Context: an optimization exercise on an open-source flow, tuned for small area. The choices shown serve that exercise and are no tape-out recipe. Function was checked by simulation only, so behaviour that the tests miss may differ from the original. No activity file was given, so power comes from the tool's default toggle rates.

## flow/design.v (module list and top-level ports; edited modules follow where they fit)
// module goStickMan: 910 lines
module goStickMan(clk, resetn, go, up, down, plot, x, y, colour, HEX2, HEX1, HEX0);
  // ...
==> flow/flow/run.sh <==
#!/bin/bash
# Own layout flow: the standard ORFS flow (standard.sh) with synthesis and buffering choices:
#  - flow/own.mk is added to the ORFS config: it keeps the half/full adder cells out
#    (DONT_USE_CELLS), so Yosys's adder extraction leaves that logic to ABC, and buffers the
#    ports with the smallest buffer cell;
#  - ABC maps with flow/abc_area.script (several choice-based area mapping rounds).
# Registers, floorplan, power grid, placement, CTS and routing are the standard flow's.
set -euo pipefail
here=$(pwd)
cat config.mk flow/own.mk > own_config.mk
sed "s#source \$::env(SCRIPTS_DIR)/synth.tcl#source $here/flow/own_synth.tcl#" synth_recipe.tcl > own_synth_top.tcl
sed -e "s#DESIGN_CONFIG=[^ ]*#DESIGN_CONFIG=$here/own_config.mk#" \
    -e "s#SYNTH_SCRIPT=[^ ]*#SYNTH_SCRIPT=$here/own_synth_top.tcl#" standard.sh > own_standard.sh
export OWN_ABC_SCRIPT=$here/flow/abc_area.script
bash own_standard.sh > flow_make.log 2>&1
==> flow/flow/abc_area.script <==
strash
&get -n
&fraig -x
&put
scorr
dc2
strash
&get -n
&deepsyn -T 300
&put
strash
&get -n
&dch -f
&nf -a
&put
strash
&get -n
&dch -f
&nf -a
&put
strash
&get -n
&dch -f
&nf -a
&put
strash
&get -n
&dch -f
&nf -a
&put
strash
&get -n
&dch -f
&nf -a
&put
strash
&get -n
&dch -f
&nf -a
&put
topo
stime -c
upsize -c
dnsize -c
==> flow/flow/own.mk <==
export DONT_USE_CELLS += sky130_fd_sc_hd__ha_1 sky130_fd_sc_hd__fa_1
export BUFFER_PORTS_ARGS = -buffer_cell sky130_fd_sc_hd__buf_1
==> flow/flow/own_synth.tcl <==
# ORFS's synth.tcl, read and run unchanged except that its ABC call uses $OWN_ABC_SCRIPT.
set own_f [open $::env(SCRIPTS_DIR)/synth.tcl]
set own_txt [read $own_f]
close $own_f
set own_old {log_cmd abc {*}$abc_args}
if { [string first $own_old $own_txt] < 0 } { error "own_synth.tcl: ABC call not found in synth.tcl" }
set own_txt [string map [list $own_old {log_cmd abc -script $::env(OWN_ABC_SCRIPT) {*}[lrange $abc_args 2 end]}] $own_txt]
eval $own_txt
==> flow/standard.sh <==
#!/bin/bash
# synth_recipe.tcl (not shown) runs the flow's synth.tcl, then flattens the netlist and writes it again
# the make line also repeats each setting of config.mk as NAME=value (left out here)
make -C /OpenROAD-flow-scripts/flow DESIGN_CONFIG=/design/flow/config.mk WORK_HOME=/design/flow/orfs CLKGATE_MAP_FILE= SYNTH_SCRIPT=/design/flow/synth_recipe.tcl "${@:-finish}"
==> flow/config.mk <==
export PLATFORM = sky130hd
export DESIGN_NAME = goStickMan
export DESIGN_NICKNAME = goStickMan
export VERILOG_FILES = /design/flow/design.v
export SDC_FILE = /design/flow/constraint.sdc
export NUM_CORES = 8
export LEC_CHECK = 0
export ABC_AREA = 1
export CAP_MARGIN = 20
export CORE_MARGIN = 2
export CORE_UTILIZATION = 30
export CTS_BUF_LIST = sky130_fd_sc_hd__clkbuf_8
export SLEW_MARGIN = 20
==> flow/constraint.sdc <==
create_clock -name core_clock -period 20.0 [get_ports {clk}]
set_input_delay 4.0000 -clock core_clock [delete_from_list [all_inputs] [get_ports {clk}]]
set_output_delay 4.0000 -clock core_clock [all_outputs]
set_load 0.01 [all_outputs]
==> flow_summary.json, run 1 <==
{
  "multi_input_cells": 937,
  "synth-compound-area-share_pct": 34.7,
  "dp_hpwl_um": 25600,
  "hold_start": "lfsr[1]$_SDFF_PP0_",
  "initial_core_util_pct": 30.6,
  "multi_input_area_share_pct": 72.2,
  "dp.cells": 1362,
  "met2_usage_pct": 43.0,
  "period_minus_slack_ps": 6430,
  "critPathLaunch": "pose[1]$_SDFFE_PN0P_",
  "hold_ws_ps": 448,
  "status": "no timing/DRC/antenna violations",
  "syn_to_final_growth_pct": 8.31,
  "instances_no_fill": 1370,
  "r2r-start": "seg[1]$_DFF_P_",
  "cts-root-buf": "clkbuf_8",
  "diodes": 0,
  "synth_simple_gate_area_share_pct": 37.4,
  "dominant_cells": "multi-input combinational cells",
  "ctsHoldBuffers": 0,
  "chipWidth_um": 156,
  "synth_top_family_by_area": "simple AND/OR/NAND/NOR gates",
  "powerClk_uw": 63.1,
  "finalCritPeriodShare_pct": 32.1,
  "hp-class": "flip-flop to flip-flop",
  "path_depth": 5,
  "crit_type": "flip-flop to output port",
  "synth_nets": 1042,
  "wl_per_cell_um": 24.1,
  "synth.area.top_cells": "dfxtp_1, nor2_1, edfxtp_1, nand2_1, a21oi_1",
  "worstHoldEndpoint": "lfsr[2]$_SDFF_PP0_",
  "cts_buffer_depth": 2,
  "ys.flop_type": "dfxtp_1"
}
==> inputs of run 2 (changes only) <==
==> flow/design.v (replaced) <==
module goStickMan(clk, resetn, go, up, down, plot, x, y, colour, HEX2, HEX1, HEX0);
  input clk;
  input resetn;
  input go, up, down;
  output reg plot;
  output [7:0] x;
  output [6:0] y;
  output [2:0] colour;
  output [6:0] HEX2, HEX1, HEX0;
  localparam P_W = 3'd0, P_E = 3'd1, P_R1 = 3'd2, P_R2 = 3'd3, P_J = 3'd6, P_S = 3'd7;
  localparam PH_PRE = 2'd0, PH_DRAW = 2'd1, PH_PCLR = 2'd3, PH_CLR = 2'd2;
  localparam S_SC = 4'd0, S_SPR = 4'd4, S_B3 = 4'd11, S_B0 = 4'd8,
             S_PREF = 4'd7, S_PREW = 4'd6;
  reg [2:0] pose;
  reg [1:0] ph;
  reg [3:0] seg;      
  reg [1:0] pass;     
  reg [11:0] score;
  reg [4:0] b;        
  reg [3:0] fl;       
  reg [3:0] lfsr;
  reg [7:0] xr;
  reg [6:0] yr;       
  assign colour = {3{ph[0]}};
  wire game = pose[1];
  wire isW = (pose[1:0] == 2'b00);
  wire isE = (pose[1:0] == 2'b01);
  wire hold = pose[2] & !pose[1];
  wire low = (seg[3:2] == 2'b00);           
  assign x = hold ? (isW ? 8'd48 : 8'd62) : xr;
  assign y = hold ? (isW ? 7'd56 : 7'd48) : yr - (low ? 7'd57 : 7'd17);
  wire pclr = (ph == PH_PCLR);
  wire active = !pclr || game;
  wire blkseg = seg[3];
  wire [1:0] bj = seg[1:0];                 
  function [3:0] nib; input [1:0] s; input [11:0] sc;
    nib = (s == 2'd1) ? sc[3:0] : (s == 2'd2) ? sc[7:4] : sc[11:8];
  endfunction
  function [7:0] dbx; input [1:0] s;        
    dbx = (s == 2'd1) ? 8'd152 : (s == 2'd2) ? 8'd146 : 8'd140;
  endfunction
  wire [3:0] nseg = (seg == S_PREF) ? S_SC : (seg == S_PREW) ? S_SPR :
                    (seg == S_SPR) ? S_B3 : seg[3] ? seg - 4'd1 : seg + 4'd1;
  wire [3:0] dcur = nib(seg[1:0], score);
  wire [3:0] dnext = nib(nseg[1:0], score);
  wire [2:0] sk = nseg[2:0];
  wire [3:0] sv = nseg[2] ? {1'b0, pose} : dnext;
  wire [7:0] dbase = dbx(seg[1:0]);
  wire [2:0] col = xr[2:0] - dbase[2:0];
  wire rh_n0 = ~xr[2];
  wire rh_n1 = ~xr[1] & rh_n0;
  wire rh_n2 = ~xr[0] & rh_n1;
  wire rh_n3 = ~xr[3] & rh_n2;
  wire rh_n4 = ~xr[0];
  wire rh_n5 = pose[0] ? rh_n4 : rh_n3;
  wire rh_n6 = xr[1] & rh_n0;
  wire rh_n7 = ~xr[0] & rh_n6;
  wire rh_n8 = xr[3] & rh_n7;
  wire rh_n9 = ~xr[1];
  wire rh_n10 = ~xr[0] & rh_n9;
  wire rh_n11 = xr[3] & rh_n10;
  wire rh_n12 = pose[0] ? rh_n11 : rh_n8;
  wire rh_n13 = xr[0] & rh_n6;
  wire rh_n14 = xr[3] & rh_n13;
  wire rh_n15 = pose[2] ? rh_n14 : rh_n12;
  wire rh_n16 = pose[1] ? rh_n15 : rh_n5;
  wire rh_n17 = ~xr[6] & rh_n16;
  wire rh_n18 = ~pose[0];
  wire rh_n19 = xr[1];
  wire rh_n20 = ~xr[0] & rh_n19;
  wire rh_n21 = xr[0];
  wire rh_n22 = xr[0] ? rh_n19 : rh_n9;
  wire rh_n23 = xr[3] ? rh_n22 : rh_n21;
  wire rh_n24 = pose[0] ? rh_n23 : rh_n20;
  wire rh_n25 = pose[2] & rh_n24;
  wire rh_n26 = pose[1] ? rh_n25 : rh_n18;
  wire rh_n27 = ~xr[1] | rh_n0;
  wire rh_n28 = ~xr[4] | rh_n27;
  wire rh_n29 = xr[0] | rh_n28;
  wire rh_n30 = ~xr[4] | rh_n19;
  wire rh_n31 = xr[0] | rh_n30;
  wire rh_n32 = xr[3] ? rh_n31 : rh_n29;
  wire rh_n33 = ~xr[4];
  wire rh_n34 = xr[2];
  wire rh_n35 = xr[1] & rh_n34;
  wire rh_n36 = xr[0] ? rh_n35 : rh_n33;
  wire rh_n37 = xr[1] | rh_n34;
  wire rh_n38 = xr[0] ? rh_n37 : rh_n34;
  wire rh_n39 = xr[3] ? rh_n38 : rh_n36;
  wire rh_n40 = xr[5] ? rh_n39 : rh_n32;
  wire rh_n41 = xr[4] & rh_n6;
  wire rh_n42 = xr[4] & rh_n35;
  wire rh_n43 = xr[0] ? rh_n33 : rh_n42;
  wire rh_n44 = xr[3] ? rh_n43 : rh_n41;
  wire rh_n45 = xr[5] ? rh_n21 : rh_n44;
  wire rh_n46 = pose[0] ? rh_n45 : rh_n40;
  wire rh_n47 = xr[6] ? rh_n46 : rh_n26;
  wire rh_n48 = pose[0];
  wire rh_n49 = xr[3] ? rh_n4 : rh_n22;
  wire rh_n50 = ~xr[3] & rh_n4;
  wire rh_n51 = pose[0] ? rh_n50 : rh_n49;
  wire rh_n52 = ~xr[0] | rh_n9;
  wire rh_n53 = xr[3] ? rh_n52 : rh_n19;
  wire rh_n54 = pose[0] ? rh_n19 : rh_n53;
  wire rh_n55 = pose[2] ? rh_n54 : rh_n51;
  wire rh_n56 = pose[1] ? rh_n55 : rh_n48;
  wire rh_n57 = xr[4] & rh_n19;
  wire rh_n58 = xr[0] ? rh_n57 : rh_n42;
  wire rh_n59 = ~xr[3] & rh_n58;
  wire rh_n60 = xr[1] | rh_n0;
  wire rh_n61 = xr[0] ? rh_n60 : rh_n0;
  wire rh_n62 = xr[3] & rh_n61;
  wire rh_n63 = xr[5] ? rh_n62 : rh_n59;
  wire rh_n64 = xr[4] | rh_n9;
  wire rh_n65 = xr[4] | rh_n1;
  wire rh_n66 = xr[0] ? rh_n65 : rh_n64;
  wire rh_n67 = ~xr[3] | rh_n66;
  wire rh_n68 = xr[5] ? rh_n9 : rh_n67;
  wire rh_n69 = pose[0] ? rh_n68 : rh_n63;
  wire rh_n70 = xr[6] ? rh_n69 : rh_n56;
  wire rh_n71 = xr[3] ? rh_n9 : rh_n22;
  wire rh_n72 = xr[0] & rh_n19;
  wire rh_n73 = xr[3] ? rh_n72 : rh_n4;
  wire rh_n74 = pose[0] ? rh_n73 : rh_n71;
  wire rh_n75 = ~xr[0] | rh_n19;
  wire rh_n76 = xr[0] ? rh_n9 : rh_n19;
  wire rh_n77 = xr[3] ? rh_n76 : rh_n75;
  wire rh_n78 = xr[0] | rh_n19;
  wire rh_n79 = xr[3] | rh_n78;
  wire rh_n80 = pose[0] ? rh_n79 : rh_n77;
  wire rh_n81 = pose[2] ? rh_n80 : rh_n74;
  wire rh_n82 = pose[1] & rh_n81;
  wire rh_n83 = xr[0] ? rh_n41 : rh_n57;
  wire rh_n84 = xr[3] ? rh_n83 : rh_n58;
  wire rh_n85 = xr[5] ? rh_n62 : rh_n84;
  wire rh_n86 = ~xr[0] & rh_n41;
  wire rh_n87 = ~xr[4] & rh_n1;
  wire rh_n88 = xr[0] & rh_n87;
  wire rh_n89 = xr[3] ? rh_n88 : rh_n86;
  wire rh_n90 = xr[0] ? rh_n9 : rh_n1;
  wire rh_n91 = xr[5] ? rh_n90 : rh_n89;
  wire rh_n92 = pose[0] ? rh_n91 : rh_n85;
  wire rh_n93 = xr[6] ? rh_n92 : rh_n82;
  wire rh_n94 = ~xr[1] | rh_n34;
  wire rh_n95 = ~xr[0] | rh_n94;
  wire rh_n96 = xr[3] ? rh_n95 : rh_n21;
  wire rh_n97 = xr[3] ? rh_n21 : rh_n20;
  wire rh_n98 = pose[0] ? rh_n97 : rh_n96;
  wire rh_n99 = xr[3] ? rh_n52 : rh_n75;
  wire rh_n100 = pose[0] ? rh_n79 : rh_n99;
  wire rh_n101 = pose[2] ? rh_n100 : rh_n98;
  wire rh_n102 = pose[1] ? rh_n101 : rh_n48;
  wire rh_n103 = xr[4] ? rh_n19 : rh_n35;
  wire rh_n104 = xr[0] ? rh_n103 : rh_n42;
  wire rh_n105 = xr[4] ? rh_n19 : rh_n27;
  wire rh_n106 = xr[0] ? rh_n41 : rh_n105;
  wire rh_n107 = xr[3] ? rh_n106 : rh_n104;
  wire rh_n108 = ~xr[4] & rh_n9;
  wire rh_n109 = ~xr[0] & rh_n108;
  wire rh_n110 = xr[3] ? rh_n60 : rh_n109;
  wire rh_n111 = xr[5] ? rh_n110 : rh_n107;
  wire rh_n112 = ~xr[4] | rh_n94;
  wire rh_n113 = xr[0] | rh_n112;
  wire rh_n114 = xr[4] | rh_n37;
  wire rh_n115 = ~xr[0] | rh_n114;
  wire rh_n116 = xr[3] ? rh_n115 : rh_n113;
  wire rh_n117 = xr[0] ? rh_n19 : rh_n37;
  wire rh_n118 = xr[5] ? rh_n117 : rh_n116;
  wire rh_n119 = pose[0] ? rh_n118 : rh_n111;
  wire rh_n120 = xr[6] ? rh_n119 : rh_n102;
  wire rh_n121 = xr[0] | rh_n9;
  wire rh_n122 = xr[3] ? rh_n95 : rh_n121;
  wire rh_n123 = pose[0] ? rh_n73 : rh_n122;
  wire rh_n124 = xr[0] & rh_n9;
  wire rh_n125 = xr[3] ? rh_n72 : rh_n124;
  wire rh_n126 = pose[0] ? rh_n79 : rh_n125;
  wire rh_n127 = pose[2] ? rh_n126 : rh_n123;
  wire rh_n128 = ~pose[1] | rh_n127;
  wire rh_n129 = xr[4] ? rh_n9 : rh_n27;
  wire rh_n130 = xr[0] ? rh_n129 : rh_n28;
  wire rh_n131 = xr[4] ? rh_n9 : rh_n35;
  wire rh_n132 = xr[0] ? rh_n112 : rh_n131;
  wire rh_n133 = xr[3] ? rh_n132 : rh_n130;
  wire rh_n134 = xr[4] | rh_n19;
  wire rh_n135 = xr[0] | rh_n134;
  wire rh_n136 = ~xr[1] & rh_n34;
  wire rh_n137 = xr[3] ? rh_n136 : rh_n135;
  wire rh_n138 = xr[5] ? rh_n137 : rh_n133;
  wire rh_n139 = ~xr[0] | rh_n112;
  wire rh_n140 = xr[3] ? rh_n29 : rh_n139;
  wire rh_n141 = xr[5] | rh_n140;
  wire rh_n142 = pose[0] ? rh_n141 : rh_n138;
  wire rh_n143 = xr[6] ? rh_n142 : rh_n128;
  wire rh_n144 = xr[3] ? rh_n13 : rh_n20;
  wire rh_n145 = xr[3] ? rh_n4 : rh_n21;
  wire rh_n146 = pose[0] ? rh_n145 : rh_n144;
  wire rh_n147 = ~xr[3] & rh_n10;
  wire rh_n148 = pose[0] & rh_n147;
  wire rh_n149 = pose[2] ? rh_n148 : rh_n146;
  wire rh_n150 = pose[1] & rh_n149;
  wire rh_n151 = ~xr[6] & rh_n150;
  wire rh_n152 = xr[0] | rh_n27;
  wire rh_n153 = xr[3] | rh_n152;
  wire rh_n154 = pose[0] | rh_n153;
  wire rh_n155 = pose[1] | rh_n154;
  wire rh_n156 = xr[4] ? rh_n60 : rh_n27;
  wire rh_n157 = xr[0] | rh_n156;
  wire rh_n158 = xr[4] | rh_n0;
  wire rh_n159 = xr[0] | rh_n158;
  wire rh_n160 = xr[3] ? rh_n159 : rh_n157;
  wire rh_n161 = xr[4] | rh_n27;
  wire rh_n162 = xr[0] | rh_n161;
  wire rh_n163 = xr[0] | rh_n60;
  wire rh_n164 = xr[3] ? rh_n163 : rh_n162;
  wire rh_n165 = xr[5] ? rh_n164 : rh_n160;
  wire rh_n166 = xr[4] ? rh_n27 : rh_n37;
  wire rh_n167 = xr[0] | rh_n166;
  wire rh_n168 = xr[3] ? rh_n167 : rh_n113;
  wire rh_n169 = xr[5] | rh_n168;
  wire rh_n170 = pose[0] ? rh_n169 : rh_n165;
  wire rh_n171 = xr[6] ? rh_n170 : rh_n155;
  wire rh_n172 = ~xr[0] & rh_n35;
  wire rh_n173 = xr[0] & rh_n34;
  wire rh_n174 = xr[3] ? rh_n173 : rh_n172;
  wire rh_n175 = ~pose[0] & rh_n174;
  wire rh_n176 = ~pose[1] & rh_n175;
  wire rh_n177 = xr[1] ? rh_n34 : rh_n0;
  wire rh_n178 = xr[4] ? rh_n136 : rh_n177;
  wire rh_n179 = ~xr[0] & rh_n178;
  wire rh_n180 = xr[4] ? rh_n35 : rh_n34;
  wire rh_n181 = ~xr[0] & rh_n180;
  wire rh_n182 = xr[3] ? rh_n181 : rh_n179;
  wire rh_n183 = ~xr[4] & rh_n35;
  wire rh_n184 = ~xr[0] & rh_n183;
  wire rh_n185 = ~xr[0] & rh_n136;
  wire rh_n186 = xr[3] ? rh_n185 : rh_n184;
  wire rh_n187 = xr[5] ? rh_n186 : rh_n182;
  wire rh_n188 = ~pose[0] & rh_n187;
  wire rh_n189 = xr[6] ? rh_n188 : rh_n176;
  wire rh_n190 = xr[4] ? rh_n35 : rh_n1;
  wire rh_n191 = ~xr[0] & rh_n190;
  wire rh_n192 = xr[3] ? rh_n191 : rh_n86;
  wire rh_n193 = ~xr[5] & rh_n192;
  wire rh_n194 = pose[0] & rh_n193;
  wire rh_n195 = xr[6] & rh_n194;
  wire rh_n196 = ~xr[4] & rh_n19;
  wire rh_n197 = xr[0] & rh_n196;
  wire rh_n198 = xr[3] & rh_n197;
  wire rh_n199 = ~xr[5] & rh_n198;
  wire rh_n200 = pose[0] & rh_n199;
  wire rh_n201 = xr[6] & rh_n200;
  wire rh_n202 = ~pose[1] & rh_n48;
  wire rh_n203 = ~xr[4] | rh_n9;
  wire rh_n204 = ~xr[4] | rh_n6;
  wire rh_n205 = xr[0] ? rh_n204 : rh_n203;
  wire rh_n206 = xr[1] ? rh_n0 : rh_n34;
  wire rh_n207 = xr[4] ? rh_n94 : rh_n206;
  wire rh_n208 = xr[4];
  wire rh_n209 = xr[0] ? rh_n208 : rh_n207;
  wire rh_n210 = xr[3] ? rh_n209 : rh_n205;
  wire rh_n211 = xr[5] | rh_n210;
  wire rh_n212 = pose[0] & rh_n211;
  wire rh_n213 = xr[6] ? rh_n212 : rh_n202;
  wire rh_n214 = pose[0] & rh_n4;
  wire rh_n215 = ~pose[1] & rh_n214;
  wire rh_n216 = xr[4] & rh_n94;
  wire rh_n217 = xr[0] ? rh_n216 : rh_n41;
  wire rh_n218 = xr[0] ? rh_n108 : rh_n57;
  wire rh_n219 = xr[3] ? rh_n218 : rh_n217;
  wire rh_n220 = ~xr[5] & rh_n219;
  wire rh_n221 = pose[0] & rh_n220;
  wire rh_n222 = xr[6] ? rh_n221 : rh_n215;
  wire rh_n223 = xr[0] ? rh_n94 : rh_n35;
  wire rh_n224 = xr[3] ? rh_n223 : rh_n9;
  wire rh_n225 = xr[3] ? rh_n78 : rh_n121;
  wire rh_n226 = pose[0] ? rh_n225 : rh_n224;
  wire rh_n227 = xr[0] ? rh_n94 : rh_n19;
  wire rh_n228 = xr[3] ? rh_n227 : rh_n9;
  wire rh_n229 = ~pose[0] & rh_n228;
  wire rh_n230 = pose[2] ? rh_n229 : rh_n226;
  wire rh_n231 = pose[1] ? rh_n230 : rh_n214;
  wire rh_n232 = xr[4] ? rh_n19 : rh_n177;
  wire rh_n233 = ~xr[0] & rh_n232;
  wire rh_n234 = xr[3] ? rh_n233 : rh_n217;
  wire rh_n235 = ~xr[5] & rh_n234;
  wire rh_n236 = pose[0] & rh_n235;
  wire rh_n237 = xr[6] ? rh_n236 : rh_n231;
  wire rh_n238 = xr[3] ? rh_n10 : rh_n20;
  wire rh_n239 = ~pose[0] & rh_n238;
  wire rh_n240 = pose[2] ? rh_n239 : rh_n238;
  wire rh_n241 = pose[1] ? rh_n240 : rh_n214;
  wire rh_n242 = xr[6] ? rh_n236 : rh_n241;
  wire rh_n243 = xr[4] ? rh_n6 : rh_n37;
  wire rh_n244 = xr[0] ? rh_n112 : rh_n243;
  wire rh_n245 = xr[3] ? rh_n30 : rh_n244;
  wire rh_n246 = xr[5] | rh_n245;
  wire rh_n247 = pose[0] & rh_n246;
  wire rh_n248 = xr[6] ? rh_n247 : rh_n241;
  wire rh_n249 = xr[4] ? rh_n6 : rh_n136;
  wire rh_n250 = xr[0] ? rh_n216 : rh_n249;
  wire rh_n251 = xr[3] ? rh_n233 : rh_n250;
  wire rh_n252 = ~xr[5] & rh_n251;
  wire rh_n253 = pose[0] & rh_n252;
  wire rh_n254 = xr[6] ? rh_n253 : rh_n241;
  wire rh_n255 = ~xr[3] & rh_n20;
  wire rh_n256 = pose[0] ? rh_n255 : rh_n238;
  wire rh_n257 = pose[2] ? rh_n229 : rh_n256;
  wire rh_n258 = pose[1] ? rh_n257 : rh_n214;
  wire rh_n259 = xr[6] ? rh_n253 : rh_n258;
  wire rh_n260 = ~pose[0] | rh_n4;
  wire rh_n261 = xr[3] | rh_n121;
  wire rh_n262 = pose[0] ? rh_n261 : rh_n224;
  wire rh_n263 = xr[0] & rh_n35;
  wire rh_n264 = xr[3] & rh_n263;
  wire rh_n265 = ~pose[0] & rh_n264;
  wire rh_n266 = pose[2] ? rh_n265 : rh_n262;
  wire rh_n267 = pose[1] ? rh_n266 : rh_n260;
  wire rh_n268 = ~xr[4] | rh_n1;
  wire rh_n269 = xr[0] ? rh_n268 : rh_n28;
  wire rh_n270 = xr[0] ? rh_n33 : rh_n203;
  wire rh_n271 = xr[3] ? rh_n270 : rh_n269;
  wire rh_n272 = ~xr[0] & rh_n208;
  wire rh_n273 = xr[3] ? rh_n10 : rh_n272;
  wire rh_n274 = xr[5] ? rh_n273 : rh_n271;
  wire rh_n275 = pose[0] ? rh_n252 : rh_n274;
  wire rh_n276 = xr[6] ? rh_n275 : rh_n267;
  wire rh_n277 = ~xr[0] & rh_n177;
  wire rh_n278 = xr[0] ? rh_n34 : rh_n19;
  wire rh_n279 = xr[3] ? rh_n278 : rh_n277;
  wire rh_n280 = pose[0] ? rh_n4 : rh_n279;
  wire rh_n281 = xr[3] & rh_n72;
  wire rh_n282 = pose[0] ? rh_n281 : rh_n264;
  wire rh_n283 = ~pose[0] & rh_n281;
  wire rh_n284 = pose[2] ? rh_n283 : rh_n282;
  wire rh_n285 = pose[1] ? rh_n284 : rh_n280;
  wire rh_n286 = xr[4] ? rh_n136 : rh_n1;
  wire rh_n287 = xr[0] ? rh_n57 : rh_n286;
  wire rh_n288 = ~xr[4] | rh_n35;
  wire rh_n289 = ~xr[0] & rh_n288;
  wire rh_n290 = xr[3] ? rh_n289 : rh_n287;
  wire rh_n291 = xr[0] ? rh_n19 : rh_n161;
  wire rh_n292 = xr[0] ? rh_n9 : rh_n34;
  wire rh_n293 = xr[3] ? rh_n292 : rh_n291;
  wire rh_n294 = xr[5] ? rh_n293 : rh_n290;
  wire rh_n295 = pose[0] ? rh_n252 : rh_n294;
  wire rh_n296 = xr[6] ? rh_n295 : rh_n285;
  wire rh_n297 = pose[0] | rh_n279;
  wire rh_n298 = pose[2] ? rh_n18 : rh_n282;
  wire rh_n299 = pose[1] ? rh_n298 : rh_n297;
  wire rh_n300 = xr[4] ? rh_n34 : rh_n1;
  wire rh_n301 = ~xr[0] & rh_n300;
  wire rh_n302 = xr[3] ? rh_n289 : rh_n301;
  wire rh_n303 = ~xr[0] & rh_n37;
  wire rh_n304 = xr[3] ? rh_n303 : rh_n4;
  wire rh_n305 = xr[5] ? rh_n304 : rh_n302;
  wire rh_n306 = xr[0] ? rh_n33 : rh_n30;
  wire rh_n307 = xr[0] ? rh_n57 : rh_n232;
  wire rh_n308 = xr[3] ? rh_n307 : rh_n306;
  wire rh_n309 = xr[5] | rh_n308;
  wire rh_n310 = pose[0] ? rh_n309 : rh_n305;
  wire rh_n311 = xr[6] ? rh_n310 : rh_n299;
  wire rh_n312 = ~pose[0] & rh_n279;
  wire rh_n313 = ~pose[2] & rh_n282;
  wire rh_n314 = pose[1] ? rh_n313 : rh_n312;
  wire rh_n315 = xr[4] & rh_n136;
  wire rh_n316 = xr[0] ? rh_n315 : rh_n286;
  wire rh_n317 = xr[3] ? rh_n289 : rh_n316;
  wire rh_n318 = xr[5] ? rh_n304 : rh_n317;
  wire rh_n319 = ~pose[0] & rh_n318;
  wire rh_n320 = xr[6] ? rh_n319 : rh_n314;
  wire rh_n321 = ~xr[0] | rh_n6;
  wire rh_n322 = xr[3] ? rh_n278 : rh_n321;
  wire rh_n323 = ~pose[0] & rh_n322;
  wire rh_n324 = xr[3] ? rh_n35 : rh_n9;
  wire rh_n325 = xr[3] ? rh_n75 : rh_n10;
  wire rh_n326 = pose[0] ? rh_n325 : rh_n324;
  wire rh_n327 = ~pose[0] & rh_n225;
  wire rh_n328 = pose[2] ? rh_n327 : rh_n326;
  wire rh_n329 = pose[1] ? rh_n328 : rh_n323;
  wire rh_n330 = ~xr[4] | rh_n136;
  wire rh_n331 = xr[0] ? rh_n33 : rh_n330;
  wire rh_n332 = ~xr[0] & rh_n30;
  wire rh_n333 = xr[3] ? rh_n332 : rh_n331;
  wire rh_n334 = xr[5] ? rh_n304 : rh_n333;
  wire rh_n335 = ~pose[0] & rh_n334;
  wire rh_n336 = xr[6] ? rh_n335 : rh_n329;
  wire rh_n337 = ~xr[0] & rh_n94;
  wire rh_n338 = xr[3] ? rh_n278 : rh_n337;
  wire rh_n339 = ~pose[0] & rh_n338;
  wire rh_n340 = xr[0] & rh_n94;
  wire rh_n341 = xr[3] ? rh_n340 : rh_n124;
  wire rh_n342 = pose[0] ? rh_n21 : rh_n341;
  wire rh_n343 = ~pose[2] & rh_n342;
  wire rh_n344 = pose[1] ? rh_n343 : rh_n339;
  wire rh_n345 = xr[3] ? rh_n332 : rh_n185;
  wire rh_n346 = xr[5] ? rh_n4 : rh_n345;
  wire rh_n347 = ~pose[0] & rh_n346;
  wire rh_n348 = xr[6] ? rh_n347 : rh_n344;
  wire rh_n349 = xr[3] ? rh_n20 : rh_n337;
  wire rh_n350 = ~pose[0] & rh_n349;
  wire rh_n351 = xr[0] ? rh_n35 : rh_n9;
  wire rh_n352 = xr[3] ? rh_n351 : rh_n20;
  wire rh_n353 = pose[0] ? rh_n21 : rh_n352;
  wire rh_n354 = ~pose[2] & rh_n353;
  wire rh_n355 = pose[1] ? rh_n354 : rh_n350;
  wire rh_n356 = xr[6] ? rh_n347 : rh_n355;
  wire rh_n357 = pose[0] | rh_n338;
  wire rh_n358 = pose[0] ? rh_n21 : rh_n72;
  wire rh_n359 = ~pose[2] & rh_n358;
  wire rh_n360 = pose[1] ? rh_n359 : rh_n357;
  wire rh_n361 = xr[3] | rh_n4;
  wire rh_n362 = xr[5] ? rh_n361 : rh_n345;
  wire rh_n363 = xr[4] | rh_n177;
  wire rh_n364 = xr[0] ? rh_n208 : rh_n363;
  wire rh_n365 = ~xr[3] | rh_n364;
  wire rh_n366 = xr[0] ? rh_n9 : rh_n60;
  wire rh_n367 = xr[5] ? rh_n366 : rh_n365;
  wire rh_n368 = pose[0] ? rh_n367 : rh_n362;
  wire rh_n369 = xr[6] ? rh_n368 : rh_n360;
  wire rh_n370 = pose[0] ? rh_n21 : rh_n281;
  wire rh_n371 = ~pose[2] & rh_n370;
  wire rh_n372 = pose[1] ? rh_n371 : rh_n4;
  wire rh_n373 = ~xr[4] & rh_n136;
  wire rh_n374 = xr[0] ? rh_n41 : rh_n373;
  wire rh_n375 = xr[3] ? rh_n233 : rh_n374;
  wire rh_n376 = xr[5] ? rh_n72 : rh_n375;
  wire rh_n377 = xr[6] ? rh_n376 : rh_n372;
  wire rh_n378 = xr[0] ? rh_n94 : rh_n9;
  wire rh_n379 = xr[3] & rh_n378;
  wire rh_n380 = pose[0] ? rh_n21 : rh_n379;
  wire rh_n381 = ~pose[2] & rh_n380;
  wire rh_n382 = pose[1] ? rh_n381 : rh_n4;
  wire rh_n383 = xr[5] ? rh_n185 : rh_n375;
  wire rh_n384 = xr[6] ? rh_n383 : rh_n382;
  wire rh_n385 = xr[3] & rh_n35;
  wire rh_n386 = xr[3] & rh_n75;
  wire rh_n387 = pose[0] ? rh_n386 : rh_n385;
  wire rh_n388 = pose[2] ? rh_n228 : rh_n387;
  wire rh_n389 = pose[1] ? rh_n388 : rh_n4;
  wire rh_n390 = xr[6] ? rh_n383 : rh_n389;
  wire rh_n391 = xr[3] ? rh_n263 : rh_n10;
  wire rh_n392 = pose[0] ? rh_n281 : rh_n391;
  wire rh_n393 = pose[2] ? rh_n238 : rh_n392;
  wire rh_n394 = pose[1] ? rh_n393 : rh_n4;
  wire rh_n395 = xr[6] ? rh_n376 : rh_n394;
  wire rh_n396 = pose[2] ? rh_n238 : rh_n282;
  wire rh_n397 = pose[1] ? rh_n396 : rh_n4;
  wire rh_n398 = xr[4] | rh_n136;
  wire rh_n399 = xr[0] ? rh_n208 : rh_n398;
  wire rh_n400 = xr[3] ? rh_n364 : rh_n399;
  wire rh_n401 = xr[5] ? rh_n366 : rh_n400;
  wire rh_n402 = xr[6] ? rh_n401 : rh_n397;
  wire rh_n403 = pose[2] & rh_n238;
  wire rh_n404 = pose[1] ? rh_n403 : rh_n4;
  wire rh_n405 = ~xr[5] & rh_n375;
  wire rh_n406 = xr[6] ? rh_n405 : rh_n404;
  wire rh_n407 = xr[3] ? rh_n172 : rh_n10;
  wire rh_n408 = pose[0] ? rh_n4 : rh_n407;
  wire rh_n409 = pose[2] ? rh_n238 : rh_n408;
  wire rh_n410 = pose[1] ? rh_n409 : rh_n4;
  wire rh_n411 = ~xr[0] & rh_n57;
  wire rh_n412 = xr[3] ? rh_n411 : rh_n374;
  wire rh_n413 = ~xr[5] & rh_n412;
  wire rh_n414 = xr[6] ? rh_n413 : rh_n410;
  wire rh_n415 = pose[2] ? rh_n228 : rh_n214;
  wire rh_n416 = pose[1] ? rh_n415 : rh_n4;
  wire rh_n417 = xr[6] ? rh_n413 : rh_n416;
  wire rh_n418 = pose[0] ? rh_n145 : rh_n124;
  wire rh_n419 = pose[2] ? rh_n264 : rh_n418;
  wire rh_n420 = pose[1] ? rh_n419 : rh_n4;
  wire rh_n421 = xr[3] ? rh_n20 : rh_n374;
  wire rh_n422 = ~xr[5] & rh_n421;
  wire rh_n423 = xr[6] ? rh_n422 : rh_n420;
  wire rh_n424 = pose[0] ? rh_n145 : rh_n50;
  wire rh_n425 = xr[0] ? rh_n35 : rh_n19;
  wire rh_n426 = ~xr[3] | rh_n425;
  wire rh_n427 = pose[2] ? rh_n426 : rh_n424;
  wire rh_n428 = xr[3] ? rh_n10 : rh_n72;
  wire rh_n429 = pose[0] ? rh_n145 : rh_n428;
  wire rh_n430 = xr[3] & rh_n340;
  wire rh_n431 = pose[2] ? rh_n430 : rh_n429;
  wire rh_n432 = ~xr[3] & rh_n21;
  wire rh_n433 = pose[0] & rh_n432;
  wire rh_n434 = pose[2] ? rh_n264 : rh_n433;
  wire rh_n435 = xr[3] ? rh_n21 : rh_n4;
  wire rh_n436 = xr[3] | rh_n21;
  wire rh_n437 = pose[0] ? rh_n436 : rh_n435;
  wire rh_n438 = xr[3] & rh_n4;
  wire rh_n439 = pose[2] ? rh_n438 : rh_n437;
  wire rh_n440 = xr[3];
  wire rh_n441 = pose[0] & rh_n440;
  wire rh_n442 = ~pose[2] & rh_n441;
  wire rh_n443 = ~pose[2];
  wire [42:0] rh = {1'b0, rh_n443, rh_n442, rh_n439, rh_n434, rh_n431, rh_n427, rh_n423, rh_n417, rh_n414, rh_n406, rh_n402, rh_n395, rh_n390, rh_n384, rh_n377, rh_n369, rh_n356, rh_n348, rh_n336, rh_n320, rh_n311, rh_n296, rh_n276, rh_n259, rh_n254, rh_n248, rh_n242, rh_n242, rh_n237, rh_n222, rh_n213, rh_n201, rh_n195, rh_n189, rh_n171, rh_n151, rh_n143, rh_n120, rh_n93, rh_n70, rh_n47, rh_n17};
  wire rs_n0 = ~xr[4];
  wire rs_n1 = ~xr[2] & rs_n0;
  wire rs_n2 = xr[1] & rs_n1;
  wire rs_n3 = xr[3] & rs_n2;
  wire rs_n4 = xr[0];
  wire rs_n5 = ~xr[2] & rs_n4;
  wire rs_n6 = ~xr[1] & rs_n5;
  wire rs_n7 = xr[3] & rs_n6;
  wire rs_n8 = ~xr[0];
  wire rs_n9 = xr[2] | rs_n8;
  wire rs_n10 = xr[1] | rs_n9;
  wire rs_n11 = ~xr[3] | rs_n10;
  wire rs_n12 = ~xr[1];
  wire rs_n13 = xr[1];
  wire rs_n14 = xr[2] & rs_n4;
  wire rs_n15 = xr[1] | rs_n14;
  wire rs_n16 = xr[1] | rs_n5;
  wire rs_n17 = xr[3] ? rs_n16 : rs_n15;
  wire rs_n18 = xr[3] | rs_n15;
  wire rs_n19 = xr[0] & rs_n0;
  wire rs_n20 = xr[2] & rs_n19;
  wire rs_n21 = xr[4];
  wire rs_n22 = xr[2] | rs_n21;
  wire rs_n23 = xr[1] ? rs_n22 : rs_n20;
  wire rs_n24 = xr[3] ? rs_n23 : rs_n15;
  wire [27:0] rs = {1'b0, 1'b0, 1'b0, 1'b0, 1'b0, 1'b0, 1'b0, 1'b0, 1'b0, 1'b0, 1'b0, 1'b0, 1'b0, 1'b0, rs_n24, rs_n18, rs_n17, 1'b1, 1'b0, rs_n13, rs_n12, 1'b0, 1'b0, 1'b0, rs_n11, rs_n7, rs_n7, rs_n3};
  wire rd_n0 = ~col[2];
  wire rd_n1 = pass[0];
  wire rd_n2 = dcur[0] & rd_n1;
  wire rd_n3 = ~dcur[3] & rd_n2;
  wire rd_n4 = ~dcur[1] & rd_n3;
  wire rd_n5 = ~dcur[2] & rd_n4;
  wire rd_n6 = col[1] ? rd_n5 : rd_n0;
  wire rd_n7 = dcur[0];
  wire rd_n8 = ~dcur[3] & rd_n7;
  wire rd_n9 = ~pass[1];
  wire rd_n10 = ~pass[0] & rd_n9;
  wire rd_n11 = dcur[0] & rd_n10;
  wire rd_n12 = dcur[1] ? rd_n11 : rd_n8;
  wire rd_n13 = ~dcur[2] & rd_n12;
  wire rd_n14 = ~col[1] & rd_n13;
  wire rd_n15 = col[0] ? rd_n14 : rd_n6;
  wire rd_n16 = ~dcur[0];
  wire rd_n17 = ~dcur[1] | rd_n16;
  wire rd_n18 = ~dcur[2] | rd_n17;
  wire rd_n19 = pass[1];
  wire rd_n20 = pass[0] | rd_n19;
  wire rd_n21 = ~dcur[0] | rd_n20;
  wire rd_n22 = ~dcur[1] | rd_n21;
  wire rd_n23 = dcur[2] ? rd_n17 : rd_n22;
  wire rd_n24 = col[1] ? rd_n23 : rd_n18;
  wire rd_n25 = dcur[1] & rd_n16;
  wire rd_n26 = ~dcur[1] | rd_n7;
  wire rd_n27 = dcur[2] ? rd_n26 : rd_n25;
  wire rd_n28 = col[1] | rd_n27;
  wire rd_n29 = col[0] ? rd_n28 : rd_n24;
  wire rd_n30 = dcur[1] & rd_n7;
  wire rd_n31 = dcur[2] & rd_n30;
  wire rd_n32 = ~dcur[1] & rd_n16;
  wire rd_n33 = dcur[2] & rd_n32;
  wire rd_n34 = col[1] ? rd_n33 : rd_n31;
  wire rd_n35 = col[0] ? rd_n33 : rd_n34;
  wire rd_n36 = dcur[1] & rd_n11;
  wire rd_n37 = dcur[1] ? rd_n7 : rd_n16;
  wire rd_n38 = dcur[2] ? rd_n37 : rd_n36;
  wire rd_n39 = col[1] ? rd_n38 : rd_n31;
  wire rd_n40 = dcur[2] & rd_n37;
  wire rd_n41 = col[1] ? rd_n33 : rd_n40;
  wire rd_n42 = col[0] ? rd_n41 : rd_n39;
  wire rd_n43 = dcur[1] ? rd_n16 : rd_n7;
  wire rd_n44 = dcur[2] ? rd_n43 : rd_n22;
  wire rd_n45 = col[1] ? rd_n44 : rd_n18;
  wire rd_n46 = ~dcur[2] | rd_n43;
  wire rd_n47 = dcur[1] | rd_n7;
  wire rd_n48 = ~dcur[2] | rd_n47;
  wire rd_n49 = col[1] ? rd_n48 : rd_n46;
  wire rd_n50 = col[0] ? rd_n49 : rd_n45;
  wire rd_n51 = ~col[2] | rd_n7;
  wire rd_n52 = dcur[1] ? rd_n7 : rd_n51;
  wire rd_n53 = dcur[2] & rd_n52;
  wire rd_n54 = dcur[2] ? rd_n47 : rd_n22;
  wire rd_n55 = col[1] ? rd_n54 : rd_n53;
  wire rd_n56 = dcur[3] | rd_n16;
  wire rd_n57 = dcur[1] | rd_n56;
  wire rd_n58 = dcur[2] ? rd_n47 : rd_n57;
  wire rd_n59 = dcur[2] | rd_n57;
  wire rd_n60 = col[1] ? rd_n59 : rd_n58;
  wire rd_n61 = col[0] ? rd_n60 : rd_n55;
  wire rd_n62 = dcur[1] | rd_n0;
  wire rd_n63 = ~dcur[2] | rd_n62;
  wire rd_n64 = ~dcur[1] & rd_n8;
  wire rd_n65 = ~dcur[2] & rd_n64;
  wire rd_n66 = col[1] ? rd_n65 : rd_n63;
  wire rd_n67 = col[1] ? rd_n33 : rd_n65;
  wire rd_n68 = col[0] ? rd_n67 : rd_n66;
  wire rd_n69 = col[2];
  wire rd_n70 = ~dcur[1] | rd_n69;
  wire rd_n71 = dcur[1] ? rd_n51 : rd_n0;
  wire rd_n72 = dcur[2] ? rd_n71 : rd_n70;
  wire rd_n73 = col[1] ? rd_n65 : rd_n72;
  wire rd_n74 = col[1] & rd_n33;
  wire rd_n75 = col[0] ? rd_n74 : rd_n73;
  wire rd_n76 = dcur[2] ? rd_n0 : rd_n70;
  wire rd_n77 = col[1] ? rd_n65 : rd_n76;
  wire rd_n78 = col[0] ? rd_n74 : rd_n77;
  wire rd_n79 = ~dcur[3] | rd_n7;
  wire rd_n80 = col[2] & rd_n16;
  wire rd_n81 = dcur[1] ? rd_n80 : rd_n79;
  wire rd_n82 = dcur[2] ? rd_n0 : rd_n81;
  wire rd_n83 = dcur[3] ? rd_n16 : rd_n7;
  wire rd_n84 = dcur[1] ? rd_n7 : rd_n83;
  wire rd_n85 = dcur[2] ? rd_n43 : rd_n84;
  wire rd_n86 = col[1] ? rd_n85 : rd_n82;
  wire rd_n87 = dcur[3] & rd_n16;
  wire rd_n88 = ~dcur[1] & rd_n87;
  wire rd_n89 = dcur[2] ? rd_n47 : rd_n88;
  wire rd_n90 = dcur[1] ? rd_n7 : rd_n87;
  wire rd_n91 = dcur[2] | rd_n90;
  wire rd_n92 = col[1] ? rd_n91 : rd_n89;
  wire rd_n93 = col[0] ? rd_n92 : rd_n86;
  wire rd_n94 = ~dcur[3] | rd_n16;
  wire rd_n95 = col[2] | rd_n94;
  wire rd_n96 = col[2] & rd_n7;
  wire rd_n97 = dcur[1] ? rd_n96 : rd_n95;
  wire rd_n98 = dcur[1] | rd_n69;
  wire rd_n99 = dcur[2] ? rd_n98 : rd_n97;
  wire rd_n100 = ~dcur[1] & rd_n7;
  wire rd_n101 = dcur[2] ? rd_n30 : rd_n100;
  wire rd_n102 = col[1] ? rd_n101 : rd_n99;
  wire rd_n103 = dcur[3] & rd_n7;
  wire rd_n104 = ~dcur[1] & rd_n103;
  wire rd_n105 = ~dcur[2] & rd_n104;
  wire rd_n106 = dcur[1] ? rd_n16 : rd_n103;
  wire rd_n107 = dcur[2] ? rd_n32 : rd_n106;
  wire rd_n108 = col[1] ? rd_n107 : rd_n105;
  wire rd_n109 = col[0] ? rd_n108 : rd_n102;
  wire rd_n110 = dcur[1] ? rd_n16 : rd_n8;
  wire rd_n111 = dcur[2] ? rd_n30 : rd_n110;
  wire rd_n112 = col[1] ? rd_n111 : rd_n99;
  wire rd_n113 = col[0] ? rd_n74 : rd_n112;
  wire rd_n114 = dcur[2] ? rd_n30 : rd_n64;
  wire rd_n115 = col[1] ? rd_n114 : rd_n99;
  wire rd_n116 = ~dcur[2] & rd_n25;
  wire rd_n117 = col[1] ? rd_n33 : rd_n116;
  wire rd_n118 = col[0] ? rd_n117 : rd_n115;
  wire rd_n119 = ~dcur[2];
  wire rd_n120 = col[1] ? rd_n114 : rd_n119;
  wire rd_n121 = col[0] ? rd_n74 : rd_n120;
  wire [27:0] rd = {1'b0, rd_n121, rd_n118, rd_n113, rd_n109, rd_n93, rd_n78, rd_n75, rd_n68, rd_n61, 1'b0, 1'b0, 1'b0, 1'b0, 1'b0, 1'b0, 1'b0, 1'b0, 1'b0, 1'b0, 1'b1, 1'b0, rd_n50, rd_n42, rd_n35, 1'b0, rd_n29, rd_n15};
  wire st_n0 = ~sv[0];
  wire st_n1 = ~sv[1] | st_n0;
  wire st_n2 = sv[2] | st_n1;
  wire st_n3 = sv[0];
  wire st_n4 = sv[3] ? st_n3 : st_n2;
  wire st_n5 = sk[0] & st_n4;
  wire st_n6 = sk[1] ? st_n4 : st_n5;
  wire st_n7 = ~sk[2] & st_n6;
  wire st_n8 = sv[3] & st_n0;
  wire st_n9 = sk[0] & st_n8;
  wire st_n10 = sk[1] ? st_n8 : st_n9;
  wire st_n11 = ~sk[2] & st_n10;
  wire st_n12 = sv[2] ? st_n0 : st_n1;
  wire st_n13 = sv[3] ? st_n3 : st_n12;
  wire st_n14 = sk[0] & st_n13;
  wire st_n15 = sk[1] ? st_n13 : st_n14;
  wire st_n16 = sv[1] ? st_n3 : st_n0;
  wire st_n17 = ~sv[1] & st_n0;
  wire st_n18 = sv[2] ? st_n17 : st_n16;
  wire st_n19 = sk[2] ? st_n18 : st_n15;
  wire st_n20 = sv[1] & st_n0;
  wire st_n21 = ~sv[1];
  wire st_n22 = sv[2] ? st_n21 : st_n20;
  wire st_n23 = ~sv[3] & st_n22;
  wire st_n24 = sk[0] & st_n23;
  wire st_n25 = sk[1] ? st_n23 : st_n24;
  wire st_n26 = sv[1] ? st_n0 : st_n3;
  wire st_n27 = sv[2] ? st_n26 : st_n3;
  wire st_n28 = sk[2] ? st_n27 : st_n25;
  wire st_n29 = sv[1];
  wire st_n30 = ~sv[2] & st_n29;
  wire st_n31 = ~sv[3] & st_n30;
  wire st_n32 = ~sk[0] | st_n31;
  wire st_n33 = sk[1] ? st_n31 : st_n32;
  wire st_n34 = ~sv[2] & st_n20;
  wire st_n35 = sk[2] ? st_n34 : st_n33;
  wire st_n36 = sv[1] | st_n0;
  wire st_n37 = sv[2] ? st_n1 : st_n36;
  wire st_n38 = sv[3] ? st_n3 : st_n37;
  wire st_n39 = sk[0] & st_n38;
  wire st_n40 = sk[1] ? st_n38 : st_n39;
  wire st_n41 = sk[2] ? st_n26 : st_n40;
  wire st_n42 = ~sv[1] & st_n3;
  wire st_n43 = sv[1] & st_n3;
  wire st_n44 = sv[2] ? st_n43 : st_n42;
  wire st_n45 = sv[3] ? st_n0 : st_n44;
  wire st_n46 = sk[0] & st_n45;
  wire st_n47 = sk[1] ? st_n45 : st_n46;
  wire st_n48 = ~sv[2] | st_n21;
  wire st_n49 = sk[2] ? st_n48 : st_n47;
  wire st_n50 = sv[2] & st_n43;
  wire st_n51 = sk[2] & st_n50;
  wire st_n52 = ~sv[3] & st_n34;
  wire st_n53 = ~sk[0] | st_n52;
  wire st_n54 = sk[1] ? st_n52 : st_n53;
  wire st_n55 = sv[2] ? st_n29 : st_n20;
  wire st_n56 = sk[2] ? st_n55 : st_n54;
  wire st_n57 = sv[2] ? st_n43 : st_n3;
  wire st_n58 = ~sv[3] & st_n57;
  wire st_n59 = sk[0] & st_n58;
  wire st_n60 = sv[2] ? st_n1 : st_n0;
  wire st_n61 = sv[3] | st_n60;
  wire st_n62 = sk[0] ? st_n58 : st_n61;
  wire st_n63 = sk[1] ? st_n62 : st_n59;
  wire st_n64 = sk[2] ? st_n29 : st_n63;
  wire st_n65 = ~sk[0] | st_n8;
  wire st_n66 = sv[3] ? st_n0 : st_n57;
  wire st_n67 = ~sv[3] | st_n3;
  wire st_n68 = sk[0] ? st_n67 : st_n66;
  wire st_n69 = sk[1] ? st_n68 : st_n65;
  wire st_n70 = sk[2] ? st_n42 : st_n69;
  wire st_n71 = sk[0] & st_n67;
  wire st_n72 = ~sk[1] | st_n71;
  wire st_n73 = ~sk[2] & st_n72;
  wire st_n74 = ~sk[1] | st_n65;
  wire st_n75 = sk[2] ? st_n36 : st_n74;
  wire st_n76 = sk[2] & st_n21;
  wire st_n77 = ~sk[2];
  wire [16:0] st = {st_n77, st_n76, st_n76, st_n75, st_n73, st_n70, st_n64, st_n56, 1'b1, st_n51, st_n49, st_n41, st_n35, st_n28, st_n19, st_n11, st_n7};
  wire df_n0 = dcur[0];
  wire df_n1 = ~dcur[0];
  wire df_n2 = dcur[1] ? df_n1 : df_n0;
  wire df_n3 = ~dcur[3] & df_n2;
  wire df_n4 = dcur[1] ? df_n0 : df_n1;
  wire df_n5 = dcur[2] ? df_n4 : df_n3;
  wire df_n6 = dcur[1] & df_n0;
  wire df_n7 = dcur[2] & df_n6;
  wire df_n8 = ~dcur[1] & df_n1;
  wire df_n9 = dcur[2] & df_n8;
  wire df_n10 = ~dcur[2] | df_n2;
  wire df_n11 = ~dcur[1] & df_n0;
  wire df_n12 = ~dcur[3] & df_n11;
  wire df_n13 = ~dcur[2] & df_n12;
  wire df_n14 = dcur[1] | df_n1;
  wire df_n15 = dcur[3] | df_n14;
  wire df_n16 = dcur[2] | df_n15;
  wire [6:0] df = {df_n16, df_n13, df_n13, df_n10, df_n9, df_n7, df_n5};
  wire h0_n0 = score[2];
  wire h0_n1 = ~score[1] & h0_n0;
  wire h0_n2 = ~score[3];
  wire h0_n3 = ~score[2] & h0_n2;
  wire h0_n4 = ~score[1] & h0_n3;
  wire h0_n5 = score[0] ? h0_n4 : h0_n1;
  wire h0_n6 = score[1] & h0_n0;
  wire h0_n7 = score[0] ? h0_n1 : h0_n6;
  wire h0_n8 = ~score[2];
  wire h0_n9 = score[1] & h0_n8;
  wire h0_n10 = ~score[0] & h0_n9;
  wire h0_n11 = score[1] ? h0_n0 : h0_n8;
  wire h0_n12 = score[0] ? h0_n11 : h0_n1;
  wire h0_n13 = score[0] | h0_n1;
  wire h0_n14 = score[1] | h0_n3;
  wire h0_n15 = score[0] ? h0_n14 : h0_n9;
  wire h0_n16 = score[1] ? h0_n0 : h0_n3;
  wire h0_n17 = score[0] ? h0_n16 : h0_n4;
  wire [6:0] h0 = {h0_n17, h0_n15, h0_n13, h0_n12, h0_n10, h0_n7, h0_n5};
  wire h1_n0 = score[6];
  wire h1_n1 = ~score[5] & h1_n0;
  wire h1_n2 = ~score[7];
  wire h1_n3 = ~score[6] & h1_n2;
  wire h1_n4 = ~score[5] & h1_n3;
  wire h1_n5 = score[4] ? h1_n4 : h1_n1;
  wire h1_n6 = score[5] & h1_n0;
  wire h1_n7 = score[4] ? h1_n1 : h1_n6;
  wire h1_n8 = ~score[6];
  wire h1_n9 = score[5] & h1_n8;
  wire h1_n10 = ~score[4] & h1_n9;
  wire h1_n11 = score[5] ? h1_n0 : h1_n8;
  wire h1_n12 = score[4] ? h1_n11 : h1_n1;
  wire h1_n13 = score[4] | h1_n1;
  wire h1_n14 = score[5] | h1_n3;
  wire h1_n15 = score[4] ? h1_n14 : h1_n9;
  wire h1_n16 = score[5] ? h1_n0 : h1_n3;
  wire h1_n17 = score[4] ? h1_n16 : h1_n4;
  wire [6:0] h1 = {h1_n17, h1_n15, h1_n13, h1_n12, h1_n10, h1_n7, h1_n5};
  wire h2_n0 = score[10];
  wire h2_n1 = ~score[9] & h2_n0;
  wire h2_n2 = ~score[11];
  wire h2_n3 = ~score[10] & h2_n2;
  wire h2_n4 = ~score[9] & h2_n3;
  wire h2_n5 = score[8] ? h2_n4 : h2_n1;
  wire h2_n6 = score[9] & h2_n0;
  wire h2_n7 = score[8] ? h2_n1 : h2_n6;
  wire h2_n8 = ~score[10];
  wire h2_n9 = score[9] & h2_n8;
  wire h2_n10 = ~score[8] & h2_n9;
  wire h2_n11 = score[9] ? h2_n0 : h2_n8;
  wire h2_n12 = score[8] ? h2_n11 : h2_n1;
  wire h2_n13 = score[8] | h2_n1;
  wire h2_n14 = score[9] | h2_n3;
  wire h2_n15 = score[8] ? h2_n14 : h2_n9;
  wire h2_n16 = score[9] ? h2_n0 : h2_n3;
  wire h2_n17 = score[8] ? h2_n16 : h2_n4;
  wire [6:0] h2 = {h2_n17, h2_n15, h2_n13, h2_n12, h2_n10, h2_n7, h2_n5};
  reg [42:0] t;
  always @(*) begin
    if (!low) t = rh;
    else if (seg[1:0] == 2'd0) t = {15'd0, rs};
    else t = {15'd0, rd};
  end
  wire [32:0] m = t[42:10];
  wire [2:0] dxn = t[9:7];
  wire [5:0] ytn = t[6:1];
  wire last = t[0];
  wire [32:0] thermo = ~(33'h1ffffffff << yr[5:0]);
  reg [32:0] below;
  reg [5:0] rn;
  integer k;
  always @(*) begin
    for (k = 0; k < 33; k = k + 1) below[k] = m[k] & thermo[k];
    rn = 6'd0;
    for (k = 0; k < 33; k = k + 1) if (below[k]) rn = k;
  end
  wire any = |below;
  wire end_scan = !any & last;
  wire col_end = (xr[2:0] == {b[1:0], 1'b0});
  wire row_end = (yr[3:0] == (fl[bj] ? 4'd9 : 4'd2));
  wire wrap = low && (seg[1:0] != 2'd0) && (pass != 2'd2);
  wire seg_end = (seg == S_PREF) || (seg == S_PREW) || (blkseg ? (col_end & row_end) : (end_scan & !wrap));
  wire frame_end = (seg == S_SPR && isW && xr == 8'd48 && yr == 7'd74) ||
                   (seg == S_SPR && isE && xr == 8'd62 && yr == 7'd66) ||
                   (seg == S_B0 && row_end && xr[2:0] == {b[1:0], 1'b1});
  reg [7:0] nx; reg [6:0] ny; reg [1:0] npass;
  always @(*) begin
    npass = pass;
    if (pclr && !game) begin  
      nx = 8'd48; ny = 7'd73;
    end else if (pclr) begin  
      if (col_end) begin nx = xr + 8'd4; ny = yr - 7'd1; end
      else begin nx = xr - 8'd1; ny = yr; end
    end else if (seg_end) begin
      if (!nseg[3]) begin nx = st[16:9]; ny = st[8:2]; npass = st[1:0]; end
      else if (nseg == S_B3) begin nx = {b, 1'b0} + 8'd124; ny = fl[3] ? 7'd71 : 7'd96; end
      else begin nx = xr - 8'd36; ny = fl[nseg[1:0]] ? 7'd71 : 7'd96; end
    end else if (blkseg) begin
      if (col_end) begin nx = xr + 8'd4; ny = yr - 7'd1; end
      else begin nx = xr - 8'd1; ny = yr; end
    end else if (end_scan) begin  
      npass = pass + 2'd1;
      if (pass == 2'd0) begin nx = dbase + 8'd1; ny = 7'd81; end
      else begin nx = dbase + df[6:4]; ny = 7'd72 + df[3:0]; end
    end else if (any) begin nx = xr; ny = {1'b1, rn}; end
    else begin nx = xr - {5'd0, dxn}; ny = {1'b1, ytn}; end
  end
  wire collide = game & (ph == PH_CLR) & (b >= 5'd4) & (b <= 5'd9) & (fl[0] ? (pose != P_S) : (pose != P_J));
  reg [2:0] npose; reg [1:0] nph; reg [3:0] nsg;
  always @(*) begin
    npose = pose; nph = ph;
    nsg = (active && seg_end) ? nseg : seg;
    case (ph)
      PH_PRE: begin nph = PH_DRAW; nsg = isW ? S_PREW : S_PREF; end
      PH_DRAW: begin
        if (frame_end) begin
          if (!isW || go) begin nph = PH_PCLR; if (isW) npose = P_W; end
          else begin npose = P_W | 3'd4; nsg = S_PREW; end
        end
      end
      PH_PCLR: begin
        nsg = isW ? S_PREW : S_PREF;
        if (isW) begin if (!go) nph = PH_CLR; end
        else if (isE) begin if (go) nph = PH_CLR; end
        else if (col_end && yr == (fl[0] ? 7'd65 : 7'd90)) nph = PH_CLR;
      end
      default: begin  
        if (isE) begin
          if (frame_end) begin
            if (!go) begin npose = P_W; nph = PH_PRE; end
            else begin npose = P_E | 3'd4; nsg = S_PREF; end
          end
        end else if (frame_end) begin
          nph = PH_PRE;
          if (isW) npose = P_R1;
          else if (collide) npose = P_E;
          else if (up) npose = P_J;
          else if (down) npose = P_S;
          else if (pose == P_R1) npose = P_R2;
          else npose = P_R1;
        end
      end
    endcase
  end
  always @(posedge clk) begin
    if (!resetn) begin
      pose <= P_W; ph <= PH_PRE;
    end else begin
      pose <= npose; ph <= nph;
    end
    seg <= nsg;
    xr <= nx; yr <= ny; pass <= npass;
  end
  always @(posedge clk) begin
    if (!resetn) plot <= 1'b0;
    else plot <= (ph == PH_DRAW) | (ph == PH_CLR) | (ph == PH_PCLR && isW);
  end
  wire score_inc = game & (ph == PH_CLR) & frame_end & !collide & (b < 5'd3);
  always @(posedge clk) begin
    if (!resetn || (isW && ph == PH_DRAW)) score <= 12'd0;
    else if (score_inc) begin
      score[3:0] <= score[3:0] + 4'd1;
      if (score[3:0] == 4'd9) begin score[7:4] <= score[7:4] + 4'd1; score[3:0] <= 4'd0; end
      if (score[7:4] == 4'd9) begin score[7:4] <= 4'd0; score[11:8] <= score[11:8] + 4'd1; end
      if (score[11:8] == 4'd9) score[11:8] <= 4'd0;
    end
  end
  wire brst = !resetn || (isW && (ph == PH_PRE || ph == PH_DRAW));
  always @(posedge clk) begin
    if (brst) begin
      b <= 5'd25; fl <= 4'b1010; lfsr <= 4'd0;
    end else begin
      lfsr <= {lfsr[2:0], ~(lfsr[3] ^ lfsr[2])};
      if (game && ph == PH_PRE) begin
        if (b < 5'd3) begin b <= b + 5'd17; fl <= {lfsr[0], fl[3:1]}; end
        else b <= b - 5'd3;
      end
    end
  end
  assign HEX0 = h0;
  assign HEX1 = h1;
  assign HEX2 = h2;
endmodule
--- a/flow/flow/abc_area.script
+++ b/flow/flow/abc_area.script
@@ -1,17 +1,17 @@
 strash
 &get -n
 &fraig -x
 &put
 scorr
 dc2
 strash
 &get -n
-&deepsyn -T 300
+&deepsyn -T 900
 &put
 strash
 &get -n
 &dch -f
 &nf -a
 &put
 strash
 &get -n
==> run 2 against run 1 <==
  * Maximum frequency fell by 5.0%
  * Setup slack got worse by 340 ps
  * Sequential power fell by 9.7%
  * Count of clock-buffer cells in the layout did not move
  * Highest routed layer unchanged
  * Power rose by 6.1%
  * Largest power group unchanged
  * Global-route usage fell by 1.4 points
  * Via count rose by 1.9%
  * Routed wire length fell by 3.8%
==> flow_summary.json, run 2 <==
{
  "status": "no timing/DRC/antenna violations",
  "instances_no_fill": 1384,
  "synth_top_cell_by_area": "dfxtp_1",
  "cp-start-kind": "flip-flop",
  "grt_max_degree": 62,
  "port_buffers": 44,
  "setup_viol": 0,
  "grt_pass1_wl_um": 48300,
  "critical_path_arrival_ps": 2760,
  "synth_commonest_cells": "nor2_1, nand2_1, o21ai_0, a21oi_1, dfxtp_1",
  "drt_pass1_iterations": 8,
  "maxSlewViolCount": 0,
  "ctsHoldBuffers": 0,
  "cts-root-buf": "clkbuf_8",
  "tns_ps": 0,
  "highest_layer": "met4",
  "yosys.area.top_type_share_pct": 14.5,
  "die-area_um2": 24200,
  "synth_nets": 1059,
  "cts_sinks": 52,
  "vdd_drop_max_uv": 66.9,
  "wl_met2_um": 13400,
  "ys_ff_latch": 52,
  "cts_buffer_depth": 2,
  "core-area_um2": 22600,
  "fillCellCount": 2501,
  "cts_tree": "done",
  "multi_input_area_um2": 5550,
  "antenna_found_initial": 1,
  "drt-initial-drc-count": 1556,
  "syn_avg_cell_area_um2": 6.53,
  "hp-class": "flip-flop to flip-flop",
  "regMostFlops": "score",
  "synth_cells": 1054,
  "num_rows": 55,
  "dp_hpwl_um": 24400,
  "yosysWarnings": 1,
  "end_kind": "output port",
  "ys.flop_type": "dfxtp_1",
  "dp.cells": 1374,
  "cts_resized": 0,
  "largest_reg_flops": 12,
  "drive_gt1_share_pct": 5.83,
  "rrSetupSlack_ps": 14080,
  "postRouteAntennaNets": 0,
  "hold_violations": 0,
  "cp_cell_sequence": "or3_1, nand2_1, o21ai_0, nand2_1, nor3_1, a21oi_1, o21ai_0, a21oi_1, buf_1",
  "synthArstFlopShare_pct": 0,
  "wl_met3_um": 3820,
  "postCtsSetupRepairBufs": 0,
  "path_max_fanout": 17,
  "slew_headroom_pct": 38.2,
  "vias": 9075,
  "synthDistinctLibCells": 92,
  "max_freq_mhz": 148,
  "final_nets": 1102,
  "htree_levels": 2,
  "syn_to_final_growth_pct": 8.21,
  "cts_buffers": 5,
  "fin_skew_ps": 16.4,
  "finalCritPeriodShare_pct": 33.8,
  "die_h_um": 156,
  "synth.most_common_cell": "nor2_1",
  "drt_wl_total_um": 31800,
  "path_clk_slew_ps": 120,
  "chipWidth_um": 156,
  "final_common_cell": "nor2_1",
  "period_minus_slack_ps": 6760,
  "synth_edf_count": 2,
  "via_per_inst": 6.56,
  "overflow": 0,
  "crit_type": "flip-flop to output port",
  "seq_area_frac_synth_pct": 15.4,
  "cp.required_ps": 16000,
  "crit_slowest_cell": "dfxtp_1",
  "final-seq-area_um2": 1060,
  "reg_top3": "score x12, xr x8, yr x7",
  "rsz0062_at_grt": "no",
  "power_leakage_uw": 0.00261,
  "synth.area.top_cells": "dfxtp_1, nor2_1, nand2_1, o21ai_0, a21oi_1",
  "grt_pass1_vias": 8196,
  "wl_per_cell_um": 23.0,
  "drc": 0,
  "cap_violations": 0,
  "io_pins": 45,
  "gp_congestion": 1.10,
  "critPathMaxStageDelay_ps": 750,
  "initial_core_util_pct": 30.5,
  "final_cell_mix": "nor2_1, nand2_1, o21ai_0",
  "wl_met1_um": 12900,
  "power.density_nw_per_um2": 196,
  "worst_pin_slew_ps": 925,
  "netlist_area_um2": 6890,
  "clk_latency_ps": 340,
  "grt_usage_pct": 25.5
}
-- run 2: cell types whose count changed after synthesis, moves of 5 or more --
cell      change
nand4_1       -5
edfxtp_1     -16
xnor2_1       -9
nor2b_1       -8
a21oi_1       -5
a211oi_1      +8
o21ai_0      +15
and3_1       +10
nor3_1       -15
o211ai_1      +6
xor2_1        +5
dfxtp_1      +15
nand2_1      +11
-- run 2: worst paths after layout --
check                                   startpoint                  to  cells past startpoint
worst max register to register  xr[4]$_SDFFE_PP1P_    yr[0]$_SDFF_PP1_                     18
worst min-delay path            lfsr[1]$_SDFF_PP0_  lfsr[2]$_SDFF_PP0_                      1
worst min register to register  lfsr[1]$_SDFF_PP0_  lfsr[2]$_SDFF_PP0_                      1
worst max-delay path              yr[2]$_SDFF_PP0_                y[6]                      9
-- run 2: stage by stage --
| step | total power [uW] | util (%) | hold slack [ps] | setup slack, ps | cell area, um2 |
|---|---|---|---|---|---|
| floorplan | 970 | - | 407 | 14080 | 6890 |
| global placement | 1350 | 32.5 | 413 | 13750 | 7340 |
| detailed placement | 1330 | 32.5 | 427 | 13750 | 7340 |
| CTS | 1410 | 33.0 | 452 | 13360 | 7450 |
| global route | 1540 | 33.0 | 478 | 13030 | 7450 |
| finish | 1460 | 33.0 | 447 | 13240 | 7450 |
-- run 2: layout make-up --
cell class / instances / share of cell area (%)
Inverter: 24 / 1.24
Clock buffer: 5 / 0.923
Clock inverter: 3 / 0.453
Sequential cell: 52 / 14.3
Timing Repair Buffer: 60 / 3.79
Tap cell: 285 / 4.78
Antenna cell: 1 / 0.0336
Multi-Input combinational cell: 954 / 74.5
-- run 2: where the power goes --
group	internal, uW	switching (uW)	total (uW)
logic	387	816	1200
registers	129	56.7	186
clock network	26.5	44.9	71.5
total	543	918	1460
-- run 2: worst max-delay path: cells and delay by family (launching register included) --
| family | cells | cell delay (ps) |
|---|---|---|
| buf+inv | 1 | 160 |
| simple gates | 4 | 880 |
| flops | 1 | 750 |
| compound gates | 4 | 630 |
-- run 2: logic make-up (layout without fill, tap and decap cells) --
| group | after synthesis | count (layout) | share of synthesized area, % |
|---|---|---|---|
| DFF | 52 | 52 | 15.4 |
| and+or+nand+nor | 527 | 527 | 38.4 |
| muxes | 2 | 2 | 0.363 |
| xor gates and xnor gates | 38 | 38 | 4.94 |
| AOI/OAI and AO/OA | 387 | 387 | 36.9 |
| other | 0 | 1 | 0 |
| buffers and inverters | 48 | 92 | 3.96 |
-- run 2: metal layers --
metal / GRT usage [%] / vias up
li1: - / 4046
met1: 34.2 / 4198
met2: 39.0 / 693
met3: 6.13 / 138
met4: 11.1 / 0
met5: 0 / -

[static timing again, ports no longer ideal]
How much do the figures lean on ideal ports? The routed layouts below were timed once more, with nothing changed but the port constraints.
Step 1 sets driving cells, clkbuf_16 on the clock port and buf_2 on the other inputs (assumed; they add their load-dependent delay and slew).
Step 2 also shifts input and output timing later by t, the mid clock arrival at the registers, as if the neighbouring blocks saw the same clock.
Slacks: ideal ports / drivers / drivers and shift; pairs: ideal ports / drivers.
run | t, ns | setup slack, ns | clock arrival spread, ns
run 1 | 0.353 | 13.575 / 13.546 / 13.898 | 0.020 / 0.019
run 2 | 0.365 | 13.236 / 13.200 / 13.565 | 0.016 / 0.016
After both steps every run listed still meets setup and hold.
